Background: an optimization exercise with open tools, aiming at small area and a short achievable clock period. Do not read the settings as production practice.
Function was checked by simulation only, so behaviour that the tests miss may differ from the original.
The flow treats the clock pin as an ideal source, which a real chip does not have.
Power figures rest on the tool's default switching activity, not on a simulated workload.

==> flow/design.v <==
module sync_fifo
(
input               clk,
input               rst_n,
input               wen,
input   [15:0]      data_in,
output              full,
input               ren,
output  [15:0]      data_out,
output              empty
);
reg  [3:0]  wr_hi, wr_lo;
reg  [15:0] rd_oh;
reg         full_r;
reg         nempty_r;
reg  [15:0] mem [0:15];
reg  [15:0] data_out_r;
assign full     = full_r;
assign empty    = ~nempty_r;
assign data_out = data_out_r;
wire push = wen & ~full_r;
wire pop  = ren & nempty_r;
wire [15:0] wr_oh;
genvar i;
generate
    for (i = 0; i < 16; i = i + 1) begin : sel
        assign wr_oh[i] = wr_hi[i/4] & wr_lo[i%4];
    end
endgenerate
wire [3:0]  wr_lo1 = {wr_lo[2:0], wr_lo[3]};
wire [3:0]  wr_hi1 = {wr_hi[2:0], wr_hi[3]};
wire [15:0] wr_oh1 = {wr_oh[14:0], wr_oh[15]};
wire [15:0] rd_oh1 = {rd_oh[14:0], rd_oh[15]};
wire [3:0]  rd_lo  = rd_oh[3:0] | rd_oh[7:4] | rd_oh[11:8] | rd_oh[15:12];
wire        last_word  = |(rd_oh1 & wr_oh);
wire        last_space = |(wr_oh1 & rd_oh);
always @(posedge clk or negedge rst_n)
begin
    if (!rst_n) begin
        wr_hi    <= 4'd1;
        wr_lo    <= 4'd1;
        rd_oh    <= 16'd1;
        full_r   <= 1'b0;
        nempty_r <= 1'b0;
    end else begin
        if (push & wr_lo[3])
            wr_hi <= wr_hi1;
        if (push)
            wr_lo <= (last_space & ~pop) ? 4'd0 : wr_lo1;
        else if (pop & full_r)
            wr_lo <= rd_lo;
        if (pop)  rd_oh <= rd_oh1;
        if (push)
            nempty_r <= 1'b1;
        else if (pop)
            nempty_r <= ~last_word;
        if (pop)
            full_r <= 1'b0;
        else if (push)
            full_r <= last_space;
    end
end
reg [15:0] rd_word;
integer k;
always @*
begin
    rd_word = 16'd0;
    for (k = 0; k < 16; k = k + 1)
        rd_word = rd_word | (mem[k] & {16{rd_oh[k]}});
end
generate
    for (i = 0; i < 16; i = i + 1) begin : row
        always @(posedge clk)
            if (wr_oh[i])
                mem[i] <= data_in;
    end
endgenerate
always @(posedge clk)
    if (pop)
        data_out_r <= rd_word;
endmodule
==> flow/flow/run.sh <==
#!/bin/bash
# The standard layout (the standard.sh: standard synthesis, floorplan,
# placement, CTS, routing, finish) with one change, made by a hook at the end
# of the CTS step (post_cts.tcl): the clock tree's upper levels are replaced by
# a few buffers fed straight from the clock port, each driving the nearest leaf
# buffers. Every register still gets its clock through two buffers, with the
# same arrival time for all of them; only the tree's depth shrinks.
# The port buffers are buf_2 cells (BUFFER_PORTS_ARGS).
set -euo pipefail
here=$(pwd)
export POST_CTS_TCL="$here/flow/post_cts.tcl"
export CLOCK_ROOTS=4
export BUFFER_PORTS_ARGS="-buffer_cell sky130_fd_sc_hd__buf_2"
bash standard.sh > "$here/standard.log" 2>&1
==> flow/flow/post_cts.tcl <==
# Sourced by ORFS's cts.tcl (POST_CTS_TCL) after CTS and its timing repair.
# Replaces the clock tree's upper levels by CLOCK_ROOTS buffers fed straight
# from the clock port; each drives the leaf buffers nearest to it (k-means on
# the leaf buffers' positions). Then legalizes and repairs timing again.

proc restructure_clock {K} {
  set block [ord::get_db_block]
  set clknet [[$block findBTerm clk] getNet]
  set leaves {}
  set upper {}
  foreach inst [$block getInsts] {
    set n [$inst getName]
    if {[string match clkbuf_leaf_* $n]} {
      lappend leaves $inst
    } elseif {[string match clkbuf_* $n]} {
      lappend upper $inst
    }
  }
  set n [llength $leaves]
  if {$n < $K || [llength $upper] == 0} {
    puts "restructure_clock: $n leaf buffers, [llength $upper] upper buffers; tree left as it is"
    return
  }
  set pts {}
  foreach l $leaves {
    set b [$l getBBox]
    lappend pts [list [expr {([$b xMin] + [$b xMax]) / 2.0}] [expr {([$b yMin] + [$b yMax]) / 2.0}]]
  }
  # k-means, seeded by the leaves sorted by angle around their centre
  set cx 0.0; set cy 0.0
  foreach p $pts { set cx [expr {$cx + [lindex $p 0]}]; set cy [expr {$cy + [lindex $p 1]}] }
  set cx [expr {$cx / $n}]; set cy [expr {$cy / $n}]
  set ang {}
  foreach p $pts { lappend ang [list [expr {atan2([lindex $p 1] - $cy, [lindex $p 0] - $cx)}] $p] }
  set ang [lsort -real -index 0 $ang]
  set cents {}
  for {set k 0} {$k < $K} {incr k} { lappend cents [lindex [lindex $ang [expr {int(($k + 0.5) * $n / $K)}]] 1] }
  set asg {}
  for {set it 0} {$it < 100} {incr it} {
    set asg {}
    foreach p $pts {
      set best 0; set bd 1e30
      for {set k 0} {$k < $K} {incr k} {
        set c [lindex $cents $k]
        set d [expr {pow([lindex $p 0] - [lindex $c 0], 2) + pow([lindex $p 1] - [lindex $c 1], 2)}]
        if {$d < $bd} { set bd $d; set best $k }
      }
      lappend asg $best
    }
    set new {}
    for {set k 0} {$k < $K} {incr k} {
      set sx 0.0; set sy 0.0; set c 0
      foreach p $pts a $asg {
        if {$a == $k} { set sx [expr {$sx + [lindex $p 0]}]; set sy [expr {$sy + [lindex $p 1]}]; incr c }
      }
      if {$c > 0} { lappend new [list [expr {$sx / $c}] [expr {$sy / $c}]] } else { lappend new [lindex $cents $k] }
    }
    set cents $new
  }
  # every load of an upper-level buffer must be a buffer of the tree or a
  # dummy load; otherwise leave the tree as it is
  foreach u $upper {
    foreach it [[[$u findITerm X] getNet] getITerms] {
      set m [[$it getInst] getName]
      if {[$it getInst] ne $u && ![string match clkbuf_* $m] && ![string match clkload* $m]} {
        puts "restructure_clock: $m hangs on an upper level; tree left as it is"
        return
      }
    }
  }
  foreach u $upper {
    set onet [[$u findITerm X] getNet]
    foreach it [$onet getITerms] {
      set i [$it getInst]
      if {$i eq $u} continue
      if {[string match clkload* [$i getName]]} { odb::dbInst_destroy $i } else { $it disconnect }
    }
    odb::dbInst_destroy $u
    odb::dbNet_destroy $onet
  }
  set master [[ord::get_db] findMaster sky130_fd_sc_hd__clkbuf_16]
  for {set k 0} {$k < $K} {incr k} {
    set cnt 0
    foreach a $asg { if {$a == $k} { incr cnt } }
    if {$cnt == 0} continue
    set b [odb::dbInst_create $block $master clkroot_$k]
    set net [odb::dbNet_create $block clknet_root_$k]
    $net setSigType CLOCK
    [$b findITerm A] connect $clknet
    [$b findITerm X] connect $net
    set c [lindex $cents $k]
    $b setLocation [expr {int([lindex $c 0])}] [expr {int([lindex $c 1])}]
    $b setPlacementStatus PLACED
    foreach l $leaves a $asg { if {$a == $k} { [$l findITerm A] connect $net } }
    puts "restructure_clock: clkroot_$k drives $cnt leaf buffers"
  }
}

restructure_clock $::env(CLOCK_ROOTS)
detailed_placement
estimate_parasitics -placement
report_clock_latency -clock [all_clocks]
repair_timing_helper
detailed_placement
check_placement -verbose
estimate_parasitics -placement
report_clock_latency -clock [all_clocks]
puts "post_cts: setup WNS [worst_slack -max], hold WNS [worst_slack -min]"
==> flow/standard.sh <==
#!/bin/bash
# synth_recipe.tcl (not shown) runs the flow's synth.tcl, then flattens the netlist and writes it again
# the make line also repeats each setting of config.mk as NAME=value (left out here)
make -C /OpenROAD-flow-scripts/flow DESIGN_CONFIG=/design/flow/config.mk WORK_HOME=/design/flow/orfs CLKGATE_MAP_FILE= SYNTH_SCRIPT=/design/flow/synth_recipe.tcl "${@:-finish}"
==> flow/config.mk <==
export PLATFORM = sky130hd
export DESIGN_NAME = sync_fifo
export DESIGN_NICKNAME = sync_fifo
export VERILOG_FILES = /design/flow/design.v
export SDC_FILE = /design/flow/constraint.sdc
export NUM_CORES = 4
export LEC_CHECK = 0
export CAP_MARGIN = 20
export CORE_MARGIN = 2
export CORE_UTILIZATION = 55
export CTS_CLUSTER_DIAMETER = 100
export CTS_CLUSTER_SIZE = 30
export SETUP_SLACK_MARGIN = 1.85
export SLEW_MARGIN = 20
==> flow/constraint.sdc <==
create_clock -name core_clock -period 3.5 [get_ports {clk}]
set_input_delay 0.7000 -clock core_clock [delete_from_list [all_inputs] [get_ports {clk}]]
set_output_delay 0.7000 -clock core_clock [all_outputs]
set_load 0.01 [all_outputs]
==> insert_results.sql, run 1 <==
INSERT INTO impl_metrics (metric_group, metric, value, unit) VALUES
('outcome', 'run_status', 'complete, no violations', ''),
('power_and_ir_drop', 'power_density', '457', 'mW/mm^2'),
('yosys', 'synth-seq-cells', '298', ''),
('yosys', 'synth.largest_area_cell', 'sky130_fd_sc_hd__edfxtp_1', ''),
('cells_and_area', 'finish.utilization', '63.9', '%'),
('clocking', 'tritoncts', 'done', ''),
('clocking', 'cts_sinks', '298', ''),
('yosys', 'synth_top_cells_by_count', '272 x sky130_fd_sc_hd__edfxtp_1, 76 x sky130_fd_sc_hd__a22o_1, 64 x sky130_fd_sc_hd__a221oi_1', ''),
('place', 'place.port_buffers', '37', ''),
('cells_and_area', 'drive_gt1_share', '23.8', '%'),
('sta', 'finalSetupViolations', '0', ''),
('cells_and_area', 'fillers', '1387', ''),
('setup_path', 'terminus_of_the_critical_flop_to_flop_path', 'data_out_r[9]$_DFFE_PP_', ''),
('cells_and_area', 'antennaDiodeCount', '0', ''),
('drt', 'postRouteWirelength', '29900', 'um'),
('setup_path', 'timing.reg2reg.worst_path_depth', '4', ''),
('die', 'core_area', '0.0195', 'sq mm'),
('sta', 'final_min_period_over_clock_period', '47.0', '%'),
('drt', 'remaining_drc_errors', '0', ''),
('cells_and_area', 'syn_to_final_growth', '13.3', '%'),
('yosys', 'number_of_flops_mapped_to_enable_cells_by_yosys', '272', ''),
('setup_path', 'crit_arrival', '1.70', 'ns'),
('yosys', 'netlist_top_cells_area', 'sky130_fd_sc_hd__edfxtp_1 74%, sky130_fd_sc_hd__a22o_1 6.0%, sky130_fd_sc_hd__dfrtp_1 5.2%, sky130_fd_sc_hd__a221oi_1 5.1%, sky130_fd_sc_hd__nand2_1 1.7%', ''),
('setup_path', 'setup.worst_path.class', 'register to register', ''),
('die', 'floorplan.die.height', '146', 'um'),
('setup_path', 'setup.reg_to_reg.worst_slack', '1.85', 'ns'),
('yosys', 'ys_seq_area_share', '80.1', '%'),
('setup_path', 'cp_max_fo', '10', ''),
('sta', 'final_period_minus_worst_setup_slack', '1.65', 'ns'),
('drt', 'drt_first_iter_violations', '693', ''),
('min_path', 'hold_path.class', 'primary input to async pin', ''),
('sta', 'worst_slack_on_hold_paths', '0.375', 'ns'),
('flow_run', 'cap_viol_max_count', '0', ''),
('setup_path', 'critical_path.cell_chain', 'buf_4 > buf_6 > a221oi_1 > nand4_1', ''),
('cells_and_area', 'numnets_final', '715', ''),
('clocking', 'worstSkewPairLatency', '0.32', 'ns'),
('sta', 'max_freq', '607', 'MHz'),
('place', 'place_hpwl', '14700', 'um'),
('die', 'area_of_the_die', '0.0212', 'sq mm'),
('power_and_ir_drop', 'max-vdd-ir-drop', '453', 'uV'),
('clocking', 'path_clk_slew', '0.11', 'ns'),
('drt', 'detail_route.wl_per_cell', '30.9', 'um'),
('global_route', 'first_global_vias', '6235', ''),
('sta', 'timing_worst_slew_pin_value', '0.589', 'ns'),
('die', 'start_util', '56.4', '%'),
('sta', 'finalHoldViolations', '0', ''),
('yosys', 'synthesis.nets', '641', ''),
('setup_path', 'critical-path-max-stage-delay', '0.56', 'ns'),
('die', 'rows', '51', ''),
('yosys', 'synth_top_area_share', '74.2', '%'),
('global_route', 'grt_util_all_layers', '27.8', '%'),
('die', 'die_w', '146', 'um'),
('yosys', 'netlist_area', '0.0110', 'sq mm'),
('yosys', 'syn_area_per_cell', '17.7', 'sq um'),
('global_route', 'maximum_number_of_pins_on_one_net_before_global_route_repair', '32', ''),
('sta', 'final_number_of_max_transition_violations', '0', ''),
('global_route', 'grt_antenna_before_repair', '0', ''),
('global_route', 'grt-ovfl-total', '0', ''),
('global_route', 'first_pass_grt_wire_length', '42200', 'um'),
('drt', 'vias', '6495', ''),
('yosys', 'synth_cell_type_count', '31', ''),
('setup_path', 'cp_top_family', 'flip-flops', ''),
('setup_path', 'critical_path_buf_inv_count', '2', ''),
('drt', 'dr.pass1.iters', '5', ''),
('setup_path', 'critical-path-slowest-cell', 'sky130_fd_sc_hd__dfrtp_4', ''),
('power_and_ir_drop', 'p_leak', '4.26', 'nW'),
('drt', 'antenna_left', '0', ''),
('setup_path', 'worstSetupStartpointType', 'register', ''),
('die', 'design.portCount', '38', ''),
('place', 'globalplace.congestion', '0.815', ''),
('setup_path', 'critPathCaptureType', 'register', '');
==> worst register-to-register path: stages (launching register included) <==
cell                       delay (ns)
sky130_fd_sc_hd__dfrtp_4         0.56
sky130_fd_sc_hd__buf_4           0.16
sky130_fd_sc_hd__buf_6           0.15
sky130_fd_sc_hd__a221oi_1        0.37
sky130_fd_sc_hd__nand4_1         0.14
==> power by group <==
part	total [mW]	internal, mW	leakage (nW)	switching, mW
Clock	1.74	0.759	0.182	0.976
Combinational	0.0858	0.0182	1.30	0.0676
Sequential	3.89	3.88	2.78	0.00271
==> kinds of logic after synthesis <==
| group | Yosys count | synth area share, % |
|---|---|---|
| buffers and inverters | 48 | 1.75 |
| muxes | 8 | 0.773 |
| AOI/OAI and AO/OA | 167 | 12.8 |
| DFF | 298 | 80.1 |
| and+or+nand+nor | 100 | 4.54 |
==> worst max path at each step <==
stage,start,to,slack [ns],cells past startpoint
floorplan,ren,data_out_r[0]$_DFFE_PP_,1.85,4
global route,rd_oh[13]$_DFFE_PN0P_,wr_lo[1]$_DFFE_PN0P_,1.81,6
finish,rd_oh[13]$_DFFE_PN0P_,data_out_r[9]$_DFFE_PP_,1.85,4
detailed placement,ren,data_out_r[11]$_DFFE_PP_,1.11,4
global placement,ren,data_out_r[11]$_DFFE_PP_,1.18,4
==> stage by stage <==
| stage | std cells | instance area [sq um] | worst slack [ns] | power [mW] |
|---|---|---|---|---|
| 5_1_grt | 966 | 12500 | 1.81 | 5.85 |
| 3_3_place_gp | 897 | 11500 | 1.18 | 4.04 |
| 6_report | 966 | 12500 | 1.85 | 5.71 |
| 2_1_floorplan | 621 | 11000 | 1.85 | 3.99 |
| 3_5_place_dp | 897 | 11500 | 1.11 | 4.05 |
==> layer usage <==
metal	routed length [um]	GRT usage, %
met1	12300	40.5
met2	14300	44.3
met3	2690	5.20
met4	612	6.67
met5	0	0
==> layout by cell type, fill, tap and decap left out, types with 3 or more instances in the layout <==
cell type / synthesis / routed
sky130_fd_sc_hd__clkbuf_16: 0 / 14
sky130_fd_sc_hd__nor2_1: 6 / 6
sky130_fd_sc_hd__a22oi_1: 5 / 4
sky130_fd_sc_hd__buf_8: 0 / 3
sky130_fd_sc_hd__buf_2: 4 / 36
sky130_fd_sc_hd__a221oi_1: 64 / 58
sky130_fd_sc_hd__mux2i_1: 4 / 4
sky130_fd_sc_hd__nand2_1: 49 / 49
sky130_fd_sc_hd__a21oi_1: 16 / 16
sky130_fd_sc_hd__and2_4: 1 / 6
sky130_fd_sc_hd__a221oi_2: 0 / 6
sky130_fd_sc_hd__dfrtp_4: 0 / 7
sky130_fd_sc_hd__dfrtp_2: 0 / 13
sky130_fd_sc_hd__a22o_1: 76 / 76
sky130_fd_sc_hd__buf_12: 0 / 6
sky130_fd_sc_hd__dfrtp_1: 23 / 3
sky130_fd_sc_hd__nand4_1: 17 / 17
sky130_fd_sc_hd__clkbuf_1: 38 / 7
sky130_fd_sc_hd__nor4_1: 4 / 4
sky130_fd_sc_hd__edfxtp_1: 272 / 272
sky130_fd_sc_hd__buf_6: 1 / 10
sky130_fd_sc_hd__mux2_2: 4 / 4
sky130_fd_sc_hd__buf_4: 0 / 48
sky130_fd_sc_hd__and2_1: 13 / 10
==> sequential cells by signal, indices dropped and copies added, names as in the netlist <==
signal	flops
mem	256
data_out_r	16
rd_oh	16
wr_hi	4
nempty_r	1
wr_lo	4
full_r	1
==> area by class of cell, clock buffers not listed <==
cell class,instances,area [sq um],share of cell area (%)
Sequential cell,298,8870,71.1
Multi-Input combinational cell,275,2070,16.6
Timing Repair Buffer,104,823,6.60
Tap cell,265,332,2.66
Buffer,4,100,0.802
Inverter,2,11.3,0.0902
Clock inverter,1,3.75,0.0301
==> run 2: changes to the inputs <==
--- a/flow/config.mk
+++ b/flow/config.mk
@@ -10,5 +10,5 @@
 export CORE_UTILIZATION = 55
 export CTS_CLUSTER_DIAMETER = 100
 export CTS_CLUSTER_SIZE = 30
-export SETUP_SLACK_MARGIN = 1.85
+export SETUP_SLACK_MARGIN = 1.9
 export SLEW_MARGIN = 20
==> insert_results.sql, run 2 <==
INSERT INTO impl_metrics (metric_group, metric, value, unit) VALUES
('cells_and_area', 'finalNonFillerCells', '959', ''),
('sta', 'max_freq', '617', 'MHz'),
('place', 'dpl_cell_area', '0.0114', 'sq mm'),
('yosys', 'yosysWarnings', '2', ''),
('outcome', 'run_status', 'complete, no violations', ''),
('setup_path', 'crit_arrival', '1.65', 'ns'),
('yosys', 'netlist_area', '0.0110', 'sq mm'),
('place', 'place_hpwl', '14000', 'um'),
('cells_and_area', 'fillers', '1356', ''),
('drt', 'detail_route.wl_per_cell', '31.5', 'um'),
('drt', 'postRouteWirelength', '30200', 'um'),
('setup_path', 'worstSetupStartpointType', 'register', ''),
('power_and_ir_drop', 'p_leak', '4.39', 'nW'),
('cells_and_area', 'largest_registers', 'mem (256), data_out_r (16), rd_oh (16)', ''),
('drt', 'vias', '6469', ''),
('sta', 'finalHoldViolations', '0', ''),
('sta', 'final_min_period_over_clock_period', '46.3', '%'),
('yosys', 'number_of_flops_mapped_to_enable_cells_by_yosys', '272', ''),
('power_and_ir_drop', 'share_comb_of_total_power', '1.5', '%'),
('global_route', 'maximum_number_of_pins_on_one_net_before_global_route_repair', '33', ''),
('cells_and_area', 'finish.instance_area', '0.0128', 'sq mm'),
('cells_and_area', 'layout.cells.most_common', 'sky130_fd_sc_hd__edfxtp_1', ''),
('drt', 'remaining_drc_errors', '0', ''),
('drt', 'via_count_normalized_by_instance_count', '6.75', ''),
('yosys', 'synth-seq-cells', '298', ''),
('yosys', 'asyncSetResetFlopFracSynth', '8.72', '%'),
('sta', 'final.setup.tns', '0', 'ns'),
('place', 'place.port_buffers', '37', ''),
('cells_and_area', 'antennaDiodeCount', '0', ''),
('place', 'globalplace.congestion', '0.825', ''),
('power_and_ir_drop', 'portion_of_total_power_attributed_to_sequential_cells', '68.3', '%'),
('yosys', 'syn_area_per_cell', '17.7', 'sq um'),
('die', 'area_of_the_die', '0.0212', 'sq mm'),
('sta', 'timing_worst_slew_pin_value', '0.604', 'ns'),
('die', 'rows', '51', ''),
('cells_and_area', 'max_reg_flops', '256', ''),
('power_and_ir_drop', 'p_clk_share', '30.2', '%'),
('die', 'core_area', '0.0195', 'sq mm'),
('global_route', 'grt-ovfl-total', '0', ''),
('yosys', 'ys.flop_type', 'sky130_fd_sc_hd__edfxtp_1', ''),
('sta', 'worst_slack_on_hold_paths', '0.363', 'ns'),
('global_route', 'first_pass_grt_wire_length', '43800', 'um'),
('drt', 'antenna_left', '0', ''),
('min_path', 'hold_path.class', 'primary input to async pin', ''),
('cells_and_area', 'register_area', '0.00888', 'sq mm'),
('sta', 'max_slew_headroom', '59.8', '%'),
('die', 'die_w', '146', 'um'),
('cells_and_area', 'top_register', 'mem', ''),
('power_and_ir_drop', 'switching_share', '18.1', '%'),
('drt', 'dr.pass1.iters', '5', ''),
('setup_path', 'worst-endpoint-required', '3.53', 'ns'),
('yosys', 'post_synth_inst_count', '621', ''),
('cells_and_area', 'multiInputGateArea', '0.00232', 'sq mm'),
('clocking', 'cts_sinks', '298', ''),
('setup_path', 'setup.worst_path.class', 'register to register', ''),
('setup_path', 'critPathCaptureType', 'register', ''),
('global_route', 'grt_util_all_layers', '29.0', '%'),
('yosys', 'netlist_top_cells_area', 'sky130_fd_sc_hd__edfxtp_1 74%, sky130_fd_sc_hd__a22o_1 6.0%, sky130_fd_sc_hd__dfrtp_1 5.2%, sky130_fd_sc_hd__a221oi_1 5.1%, sky130_fd_sc_hd__nand2_1 1.7%', ''),
('sta', 'finalSetupViolations', '0', ''),
('yosys', 'synth.largest_area_cell', 'sky130_fd_sc_hd__edfxtp_1', ''),
('place', 'dp_cells', '886', ''),
('cells_and_area', 'drive_gt1_share', '30.1', '%'),
('clocking', 'path_clk_slew', '0.12', 'ns'),
('power_and_ir_drop', 'cell_internal_power', '4.66', 'mW'),
('power_and_ir_drop', 'total_power', '5.69', 'mW'),
('power_and_ir_drop', 'max-vdd-ir-drop', '364', 'uV'),
('yosys', 'synth_top_cells_by_count', '272 x sky130_fd_sc_hd__edfxtp_1, 76 x sky130_fd_sc_hd__a22o_1, 64 x sky130_fd_sc_hd__a221oi_1', ''),
('yosys', 'synth_top_area_share', '74.2', '%'),
('die', 'design.portCount', '38', ''),
('sta', 'rsz_0062_raised_after_global_routing', 'yes', ''),
('clocking', 'tritoncts', 'done', ''),
('flow_run', 'cap_viol_max_count', '0', ''),
('sta', 'clock-skew-final', '0.0421', 'ns'),
('power_and_ir_drop', 'p_sw', '1.03', 'mW'),
('die', 'start_util', '56.4', '%'),
('clocking', 'worstSkewPairLatency', '0.33', 'ns'),
('setup_path', 'timing.reg2reg.worst_path_depth', '4', ''),
('yosys', 'ys_seq_area_share', '80.1', '%'),
('yosys', 'synthesis.nets', '641', ''),
('yosys', 'synth_cell_type_count', '31', ''),
('drt', 'drt_first_iter_violations', '818', ''),
('sta', 'final_period_minus_worst_setup_slack', '1.62', 'ns'),
('global_route', 'first_global_vias', '6398', ''),
('yosys', 'synth_most_common_cell', 'sky130_fd_sc_hd__edfxtp_1', ''),
('setup_path', 'cp_max_fo', '5', ''),
('global_route', 'grt_antenna_before_repair', '1', ''),
('sta', 'final_number_of_max_transition_violations', '0', ''),
('cells_and_area', 'syn_to_final_growth', '16.5', '%'),
('die', 'floorplan.die.height', '146', 'um'),
('power_and_ir_drop', 'power_density', '443', 'mW/mm^2'),
('cells_and_area', 'numnets_final', '713', ''),
('cells_and_area', 'layout_common_cells', '272 x sky130_fd_sc_hd__edfxtp_1, 76 x sky130_fd_sc_hd__a22o_1, 49 x sky130_fd_sc_hd__nand2_1, 38 x sky130_fd_sc_hd__a221oi_2, 36 x sky130_fd_sc_hd__buf_4', '');
## run 2: path summary, 6_finish.rpt
kind                       slack (ns)                       to                   from
hold / removal                   0.36     wr_lo[3]$_DFFE_PN0P_                  rst_n
max in group asynchronous        2.68     rd_oh[6]$_DFFE_PN0P_                  rst_n
hold reg to reg                  0.57  data_out_r[2]$_DFFE_PP_   mem[12][2]$_DFFE_PP_
setup / recovery                 1.88  data_out_r[5]$_DFFE_PP_  rd_oh[10]$_DFFE_PN0P_
min in group core_clock          0.57  data_out_r[2]$_DFFE_PP_   mem[12][2]$_DFFE_PP_
setup reg to reg                 1.88  data_out_r[5]$_DFFE_PP_  rd_oh[10]$_DFFE_PN0P_
## run 2: cell families (layout without fill, tap and decap cells)
logic type | after synthesis | count (layout) | synth area share [%]
AO/OA/AOI/OAI | 167 | 167 | 12.8
multiplexers | 8 | 8 | 0.773
flip-flops | 298 | 298 | 80.1
AND/OR/NAND/NOR | 100 | 100 | 4.54
buffers and inverters | 48 | 121 | 1.75
## run 2: power by group through the flow
stage                     registers [mW]  clock network (mW)  logic (mW)
after global placement              3.96                   0      0.0766
after floorplan                     3.97                   0      0.0161
after global routing                3.89                1.85      0.0954
final                               3.88                1.72      0.0851
after detailed placement            3.96                   0      0.0820
## run 2: stage by stage
step                setup slack [ns]  util [%]
finish                          1.88      65.7
global route                    1.79      65.7
detailed placement              1.38      58.5
global placement                1.44      58.5
floorplan                       1.90         -
## run 2: final cells by class, clock buffers not listed
type / count / area share [%]
Sequential cell: 298 / 69.2
Multi-Input combinational cell: 275 / 18.1
Timing Repair Buffer: 102 / 7.14
Tap cell: 265 / 2.59
Buffer: 4 / 0.780
Inverter: 2 / 0.0585
## run 2: layer usage
metal / global-route usage, % / up-vias / part of all wire, %
met4: 9.26 / 2 / 3.1
met3: 4.58 / 66 / 8.1
met1: 41.9 / 3362 / 41
met5: 0 / - / 0.033
met2: 46.2 / 350 / 48
li1: - / 2689 / -
## run 2: critical path: stages (launching register included)
cell and delay [ns]:
sky130_fd_sc_hd__dfrtp_4 0.55, sky130_fd_sc_hd__buf_4 0.20, sky130_fd_sc_hd__a22o_1 0.22, sky130_fd_sc_hd__a221oi_1 0.22, sky130_fd_sc_hd__nand4_1 0.13
==> run 3: changes to the inputs <==
--- a/flow/flow/run.sh
+++ b/flow/flow/run.sh
@@ -5,10 +5,8 @@
 # a few buffers fed straight from the clock port, each driving the nearest leaf
 # buffers. Every register still gets its clock through two buffers, with the
 # same arrival time for all of them; only the tree's depth shrinks.
-# The port buffers are buf_2 cells (BUFFER_PORTS_ARGS).
 set -euo pipefail
 here=$(pwd)
 export POST_CTS_TCL="$here/flow/post_cts.tcl"
 export CLOCK_ROOTS=4
-export BUFFER_PORTS_ARGS="-buffer_cell sky130_fd_sc_hd__buf_2"
 bash standard.sh > "$here/standard.log" 2>&1
--- a/flow/config.mk
+++ b/flow/config.mk
@@ -10,5 +10,6 @@
 export CORE_UTILIZATION = 55
 export CTS_CLUSTER_DIAMETER = 100
 export CTS_CLUSTER_SIZE = 30
-export SETUP_SLACK_MARGIN = 1.9
+export PLACE_DENSITY = 0.75
+export SETUP_SLACK_MARGIN = 1.8
 export SLEW_MARGIN = 20
==> insert_results.sql, run 3 <==
INSERT INTO impl_metrics (metric_group, metric, value, unit) VALUES
('sta', 'final_number_of_max_transition_violations', '0', ''),
('drt', 'drt_first_iter_violations', '1027', ''),
('yosys', 'netlist_top_cells_area', 'sky130_fd_sc_hd__edfxtp_1 74%, sky130_fd_sc_hd__a22o_1 6.0%, sky130_fd_sc_hd__dfrtp_1 5.2%, sky130_fd_sc_hd__a221oi_1 5.1%, sky130_fd_sc_hd__nand2_1 1.7%', ''),
('yosys', 'synthesis.nets', '641', ''),
('sta', 'finalHoldViolations', '0', ''),
('drt', 'vias', '6544', ''),
('clocking', 'path_clk_slew', '0.11', 'ns'),
('cells_and_area', 'layout_common_cells', '272 x sky130_fd_sc_hd__edfxtp_1, 76 x sky130_fd_sc_hd__a22o_1, 64 x sky130_fd_sc_hd__a221oi_1, 49 x sky130_fd_sc_hd__nand2_1, 27 x sky130_fd_sc_hd__buf_4', ''),
('die', 'die_w', '146', 'um'),
('cells_and_area', 'drive_gt1_share', '18.5', '%'),
('setup_path', 'worstSetupStartpointType', 'register', ''),
('setup_path', 'timing.reg2reg.worst_path_depth', '2', ''),
('yosys', 'post_synth_inst_count', '621', ''),
('yosys', 'number_of_flops_mapped_to_enable_cells_by_yosys', '272', ''),
('cells_and_area', 'layout.cells.most_common', 'sky130_fd_sc_hd__edfxtp_1', ''),
('sta', 'fin_ws', '1.80', 'ns'),
('yosys', 'synth.largest_area_cell', 'sky130_fd_sc_hd__edfxtp_1', ''),
('yosys', 'synth-seq-cells', '298', ''),
('yosys', 'synth_top_area_share', '74.2', '%'),
('setup_path', 'critical_path.reg2reg.startpoint', 'wr_lo[0]$_DFFE_PN1P_', ''),
('die', 'start_util', '56.4', '%'),
('setup_path', 'crit_arrival', '1.69', 'ns'),
('cells_and_area', 'max_reg_flops', '256', ''),
('cells_and_area', 'antennaDiodeCount', '0', ''),
('drt', 'via_count_normalized_by_instance_count', '6.95', ''),
('power_and_ir_drop', 'max-vdd-ir-drop', '326', 'uV'),
('sta', 'rsz_0062_raised_after_global_routing', 'yes', ''),
('global_route', 'maximum_number_of_pins_on_one_net_before_global_route_repair', '32', ''),
('sta', 'final.setup.tns', '0', 'ns'),
('die', 'rows', '51', ''),
('clocking', 'tritoncts', 'done', ''),
('global_route', 'first_pass_grt_wire_length', '39000', 'um'),
('yosys', 'synth_cell_type_count', '31', ''),
('sta', 'final_min_period_over_clock_period', '48.5', '%'),
('yosys', 'ys_seq_area_share', '80.1', '%'),
('setup_path', 'setup.worst_path.class', 'register to register', ''),
('die', 'design.portCount', '38', ''),
('power_and_ir_drop', 'p_leak', '4.13', 'nW'),
('cells_and_area', 'syn_to_final_growth', '11.8', '%'),
('sta', 'finalSetupViolations', '0', ''),
('yosys', 'synth_most_common_cell', 'sky130_fd_sc_hd__edfxtp_1', ''),
('clocking', 'worstSkewPairLatency', '0.32', 'ns'),
('cells_and_area', 'numnets_final', '691', ''),
('sta', 'timing_worst_slew_pin_value', '0.684', 'ns'),
('yosys', 'netlist_area', '0.0110', 'sq mm'),
('drt', 'antenna_left', '0', ''),
('cells_and_area', 'largest_registers', 'mem (256), data_out_r (16), rd_oh (16)', ''),
('power_and_ir_drop', 'power_density', '465', 'mW/mm^2'),
('die', 'floorplan.die.height', '146', 'um'),
('place', 'place.port_buffers', '37', ''),
('place', 'globalplace.congestion', '0.821', ''),
('die', 'core_area', '0.0195', 'sq mm'),
('yosys', 'ys.flop_type', 'sky130_fd_sc_hd__edfxtp_1', ''),
('setup_path', 'setup.reg_to_reg.worst_slack', '1.80', 'ns'),
('global_route', 'grt_antenna_before_repair', '0', ''),
('place', 'place_hpwl', '14200', 'um'),
('drt', 'detail_route.wl_per_cell', '29.9', 'um'),
('sta', 'final_period_minus_worst_setup_slack', '1.70', 'ns'),
('sta', 'max_slew_headroom', '54.4', '%'),
('yosys', 'syn_area_per_cell', '17.7', 'sq um'),
('setup_path', 'critPathCaptureType', 'register', ''),
('global_route', 'grt-ovfl-total', '0', ''),
('place', 'dp_slack', '1.08', 'ns'),
('setup_path', 'terminus_of_the_critical_flop_to_flop_path', 'mem[4][0]$_DFFE_PP_', ''),
('global_route', 'grt_util_all_layers', '25.1', '%'),
('sta', 'max_freq', '589', 'MHz'),
('cells_and_area', 'top_register', 'mem', ''),
('clocking', 'cts_sinks', '298', ''),
('yosys', 'synth_top_cells_by_count', '272 x sky130_fd_sc_hd__edfxtp_1, 76 x sky130_fd_sc_hd__a22o_1, 64 x sky130_fd_sc_hd__a221oi_1', ''),
('setup_path', 'cp_max_fo', '13', ''),
('drt', 'dr.pass1.iters', '6', ''),
('cells_and_area', 'finish.utilization', '63.1', '%'),
('setup_path', 'worst-endpoint-required', '3.49', 'ns'),
('sta', 'clock-skew-final', '0.0312', 'ns'),
('drt', 'postRouteWirelength', '28200', 'um'),
('global_route', 'first_global_vias', '6187', ''),
('die', 'area_of_the_die', '0.0212', 'sq mm'),
('drt', 'remaining_drc_errors', '0', ''),
('yosys', 'yosysWarnings', '2', ''),
('outcome', 'run_status', 'complete, no violations', ''),
('min_path', 'hold_path.class', 'primary input to async pin', ''),
('yosys', 'asyncSetResetFlopFracSynth', '8.72', '%'),
('setup_path', 'worst_setup_path_startpoint', 'wr_lo[0]$_DFFE_PN1P_', ''),
('flow_run', 'cap_viol_max_count', '0', '');
run 3: cell counts after synthesis:
Identical to the previous run, type by type.
run 3: metal layers:
layer | global-route usage [%] | vias to the layer above | part of all wire [%]
met5 | 0 | - | 0
met2 | 40.5 | 510 | 47
li1 | - | 2645 | -
met1 | 35.0 | 3290 | 37
met4 | 10.5 | 0 | 4.3
met3 | 3.42 | 99 | 11
run 3: cell families (layout without fill, tap and decap cells):
family,count (synthesis),after routing,share of synthesized area (%)
flip-flops,298,298,80.1
AO/OA/AOI/OAI,167,167,12.8
AND/OR/NAND/NOR,100,100,4.54
buffers and inverters,48,104,1.75
multiplexers,8,8,0.773
run 3: per-stage QoR:
step | total power [mW] | hold slack, ns | instances | instance area [sq um]
after global placement | 4.06 | 0.537 | 890 | 11600
after detailed placement | 4.07 | 0.541 | 891 | 11700
after global routing | 5.84 | 0.414 | 942 | 12300
after floorplan | 3.99 | 0.404 | 621 | 11000
final | 5.72 | 0.367 | 942 | 12300
run 3: how the worst max path moves through the flow:
stage                               to  slack [ns]  cells after the start
2_1_floorplan  data_out_r[0]$_DFFE_PP_        1.85                      4
3_3_place_gp      wr_lo[2]$_DFFE_PN0P_        1.19                      7
3_5_place_dp      wr_lo[1]$_DFFE_PN0P_        1.08                      7
5_1_grt        data_out_r[8]$_DFFE_PP_        1.75                      3
6_report           mem[4][0]$_DFFE_PP_        1.80                      2
run 3: critical path: stages (launching register included):
cell and delay, ns:
sky130_fd_sc_hd__dfstp_2 0.70, sky130_fd_sc_hd__and2_2 0.34, sky130_fd_sc_hd__buf_4 0.32
run 3: cell type report, clock buffers not listed:
cell class	instances	area [sq um]
fill	1352	7210
sequential	298	8880
buffer	4	100
multi-input combinational	275	2020
tap	265	332
inverter	2	7.51
timing repair buffer	80	684
run 3: power by group:
part | switching, mW | total (mW) | internal (mW)
combinational | 0.0658 | 0.0925 | 0.0266
sequential | 0.00278 | 3.89 | 3.88
clock | 0.961 | 1.74 | 0.781
==> run 4: changes to the inputs <==
--- a/flow/config.mk
+++ b/flow/config.mk
@@ -10,6 +10,6 @@
 export CORE_UTILIZATION = 55
 export CTS_CLUSTER_DIAMETER = 100
 export CTS_CLUSTER_SIZE = 30
-export PLACE_DENSITY = 0.75
+export PLACE_DENSITY = 0.85
 export SETUP_SLACK_MARGIN = 1.8
 export SLEW_MARGIN = 20
==> insert_results.sql, run 4 <==
INSERT INTO impl_metrics (metric_group, metric, value, unit) VALUES
('yosys', 'synth_top_cells_by_count', '272 x sky130_fd_sc_hd__edfxtp_1, 76 x sky130_fd_sc_hd__a22o_1, 64 x sky130_fd_sc_hd__a221oi_1', ''),
('flow_run', 'cap_viol_max_count', '0', ''),
('cells_and_area', 'largest_registers', 'mem (256), data_out_r (16), rd_oh (16)', ''),
('yosys', 'ys.flop_type', 'sky130_fd_sc_hd__edfxtp_1', ''),
('place', 'place.port_buffers', '37', ''),
('min_path', 'hold_path.class', 'primary input to async pin', ''),
('cells_and_area', 'layout.cells.most_common', 'sky130_fd_sc_hd__edfxtp_1', ''),
('sta', 'final_min_period_over_clock_period', '48.8', '%'),
('yosys', 'synth-seq-cells', '298', ''),
('cells_and_area', 'syn_to_final_growth', '10.4', '%'),
('global_route', 'grt-ovfl-total', '0', ''),
('yosys', 'synth_cell_type_count', '31', ''),
('die', 'floorplan.die.height', '146', 'um'),
('cells_and_area', 'max_reg_flops', '256', ''),
('die', 'rows', '51', ''),
('drt', 'via_count_normalized_by_instance_count', '7.09', ''),
('yosys', 'ys_seq_area_share', '80.1', '%'),
('die', 'design.portCount', '38', ''),
('global_route', 'grt_util_all_layers', '25.3', '%'),
('yosys', 'netlist_area', '0.0110', 'sq mm'),
('setup_path', 'worstSetupStartpointType', 'register', ''),
('power_and_ir_drop', 'p_leak', '4.02', 'nW'),
('setup_path', 'setup.worst_path.class', 'register to register', ''),
('cells_and_area', 'top_register', 'mem', ''),
('yosys', 'synth_most_common_cell', 'sky130_fd_sc_hd__edfxtp_1', ''),
('yosys', 'syn_area_per_cell', '17.7', 'sq um'),
('yosys', 'post_synth_inst_count', '621', ''),
('sta', 'max_slew_headroom', '53.4', '%'),
('sta', 'max_freq', '586', 'MHz'),
('setup_path', 'critical-path-slowest-cell', 'sky130_fd_sc_hd__dfrtp_1', ''),
('outcome', 'run_status', 'complete, no violations', ''),
('drt', 'drt_first_iter_violations', '946', ''),
('yosys', 'yosysWarnings', '2', ''),
('setup_path', 'worst-endpoint-required', '3.44', 'ns'),
('yosys', 'synth_top_area_share', '74.2', '%'),
('power_and_ir_drop', 'power_density', '467', 'mW/mm^2'),
('power_and_ir_drop', 'p_sw', '1.02', 'mW'),
('place', 'place_hpwl', '13800', 'um'),
('setup_path', 'critPathCaptureType', 'register', ''),
('cells_and_area', 'finish.utilization', '62.3', '%'),
('power_and_ir_drop', 'portion_of_total_power_attributed_to_sequential_cells', '68.5', '%'),
('yosys', 'synthesis.nets', '641', ''),
('clocking', 'worstSkewPairLatency', '0.31', 'ns'),
('setup_path', 'crit_arrival', '1.65', 'ns'),
('setup_path', 'cp_max_fo', '16', ''),
('sta', 'finalHoldViolations', '0', ''),
('global_route', 'first_global_vias', '6320', ''),
('power_and_ir_drop', 'max-vdd-ir-drop', '392', 'uV'),
('yosys', 'asyncSetResetFlopFracSynth', '8.72', '%'),
('setup_path', 'cp_top_family', 'flip-flops', ''),
('setup_path', 'critical-path-max-stage-delay', '0.67', 'ns'),
('global_route', 'maximum_number_of_pins_on_one_net_before_global_route_repair', '32', ''),
('sta', 'rsz_0062_raised_after_global_routing', 'yes', ''),
('yosys', 'netlist_top_cells_area', 'sky130_fd_sc_hd__edfxtp_1 74%, sky130_fd_sc_hd__a22o_1 6.0%, sky130_fd_sc_hd__dfrtp_1 5.2%, sky130_fd_sc_hd__a221oi_1 5.1%, sky130_fd_sc_hd__nand2_1 1.7%', ''),
('clocking', 'tritoncts', 'done', ''),
('drt', 'antenna_left', '0', ''),
('drt', 'remaining_drc_errors', '0', ''),
('power_and_ir_drop', 'cell_internal_power', '4.65', 'mW'),
('sta', 'final.setup.tns', '0', 'ns'),
('die', 'die_w', '146', 'um'),
('cells_and_area', 'layout_common_cells', '272 x sky130_fd_sc_hd__edfxtp_1, 76 x sky130_fd_sc_hd__a22o_1, 62 x sky130_fd_sc_hd__a221oi_1, 49 x sky130_fd_sc_hd__nand2_1', ''),
('power_and_ir_drop', 'switching_share', '17.9', '%'),
('yosys', 'number_of_flops_mapped_to_enable_cells_by_yosys', '272', ''),
('cells_and_area', 'antennaDiodeCount', '0', ''),
('die', 'area_of_the_die', '0.0212', 'sq mm'),
('die', 'core_area', '0.0195', 'sq mm'),
('setup_path', 'critical_path.cell_chain', 'and2_2', ''),
('clocking', 'cts_sinks', '298', ''),
('drt', 'dr.pass1.iters', '7', ''),
('clocking', 'path_clk_slew', '0.12', 'ns'),
('sta', 'final_period_minus_worst_setup_slack', '1.71', 'ns'),
('power_and_ir_drop', 'share_comb_of_total_power', '1.7', '%'),
('drt', 'detail_route.wl_per_cell', '30.3', 'um'),
('setup_path', 'critical_path_buf_inv_count', '0', ''),
('cells_and_area', 'drive_gt1_share', '16.0', '%'),
('global_route', 'first_pass_grt_wire_length', '39300', 'um'),
('sta', 'timing_worst_slew_pin_value', '0.699', 'ns'),
('sta', 'finalSetupViolations', '0', ''),
('power_and_ir_drop', 'p_clk_share', '29.8', '%'),
('sta', 'clock-skew-final', '0.0235', 'ns'),
('drt', 'postRouteWirelength', '27900', 'um'),
('cells_and_area', 'numnets_final', '674', ''),
('power_and_ir_drop', 'total_power', '5.67', 'mW'),
('die', 'start_util', '56.4', '%'),
('global_route', 'grt_antenna_before_repair', '0', ''),
('drt', 'vias', '6529', ''),
('sta', 'final_number_of_max_transition_violations', '0', ''),
('yosys', 'synth.largest_area_cell', 'sky130_fd_sc_hd__edfxtp_1', ''),
('place', 'globalplace.congestion', '0.803', '');
## run 4: cell counts after synthesis
No cell type changed its count.
## run 4: per-stage QoR
step	hold WS [ns]	cell area (sq um)	worst slack, ns	instances
2_1_floorplan	0.404	11000	1.85	621
3_5_place_dp	0.551	11600	0.868	883
6_report	0.381	12200	1.79	921
3_3_place_gp	0.524	11600	0.957	883
5_1_grt	0.405	12200	1.77	921
## run 4: power by group through the flow
stage | Sequential (mW) | Clock, mW | Combinational (mW)
2_1_floorplan | 3.97 | 0 | 0.0156
3_3_place_gp | 3.97 | 0 | 0.0910
3_5_place_dp | 3.97 | 0 | 0.0983
5_1_grt | 3.89 | 1.81 | 0.106
6_report | 3.89 | 1.69 | 0.0967
## run 4: metal layers
| metal | part of all wire (%) | wire length (um) | track usage [%] | vias up |
|---|---|---|---|---|
| li1 | - | - | - | 2608 |
| met1 | 36 | 9940 | 34.2 | 3279 |
| met2 | 47 | 13300 | 40.5 | 528 |
| met3 | 13 | 3560 | 5.49 | 114 |
| met4 | 4.2 | 1180 | 10.3 | 0 |
| met5 | 0 | 0 | 0 | - |
## run 4: final cells by class, clock buffers not listed
cell class / instances / area [sq um]
sequential: 298 / 8880
inverter: 2 / 11.3
buffer: 4 / 100
fill: 1328 / 7370
multi-input combinational: 275 / 2030
tap: 265 / 332
timing repair buffer: 63 / 537
clock inverter: 1 / 3.75
## run 4: logic make-up after synthesis
group / after synthesis / share of synthesized area, %
flops: 298 / 80.1
compound gates: 167 / 12.8
simple gates: 100 / 4.54
buf+inv: 48 / 1.75
mux: 8 / 0.773
## run 4: final timing paths
check,cells after the start,start,slack (ns),end
setup / recovery,1,wr_lo[3]$_DFFE_PN0P_,1.79,mem[15][4]$_DFFE_PP_
hold / removal,1,rst_n,0.38,wr_hi[2]$_DFFE_PN0P_
setup reg to reg,1,wr_lo[3]$_DFFE_PN0P_,1.79,mem[15][4]$_DFFE_PP_
hold reg to reg,2,mem[14][13]$_DFFE_PP_,0.56,data_out_r[13]$_DFFE_PP_
max in group asynchronous,1,rst_n,2.66,rd_oh[4]$_DFFE_PN0P_
min in group core_clock,2,mem[14][13]$_DFFE_PP_,0.56,data_out_r[13]$_DFFE_PP_

re-timing with driven ports:
How much do the figures lean on ideal ports? The routed layouts below were timed once more, with nothing changed but the port constraints. Step 1, drivers: a clkbuf_16 drives clk and a buf_2 each remaining input, both assumed. Step 2 adds t to the input delays and takes it off the output delays; t is the mean of the earliest and latest rising clock arrival at the registers after step 1. Input paths then give back, and output paths get back, about the clock's delay inside the block. Slacks: ideal / step 1 / step 2; pairs: ideal / step 1.
run | t, ns | setup WS [ns] | hold WS [ns] | worst register clock-pin slew, ns | cell pins on the clock port's net
run 1 | 0.399 | 1.853 / 1.780 / 1.627 | 0.375 / 0.302 / 0.577 | 0.11 / 0.11 | 4
run 2 | 0.403 | 1.879 / 1.796 / 1.597 | 0.363 / 0.292 / 0.567 | 0.12 / 0.12 | 4
run 3 | 0.402 | 1.801 / 1.740 / 1.620 | 0.367 / 0.294 / 0.556 | 0.12 / 0.12 | 4
run 4 | 0.394 | 1.793 / 1.750 / 1.620 | 0.381 / 0.315 / 0.559 | 0.12 / 0.12 | 4
After both steps every run listed still meets setup and hold. For run 2, which loses most, drivers alone change the setup slack by -0.083 ns; drivers and shift together by -0.282 ns.
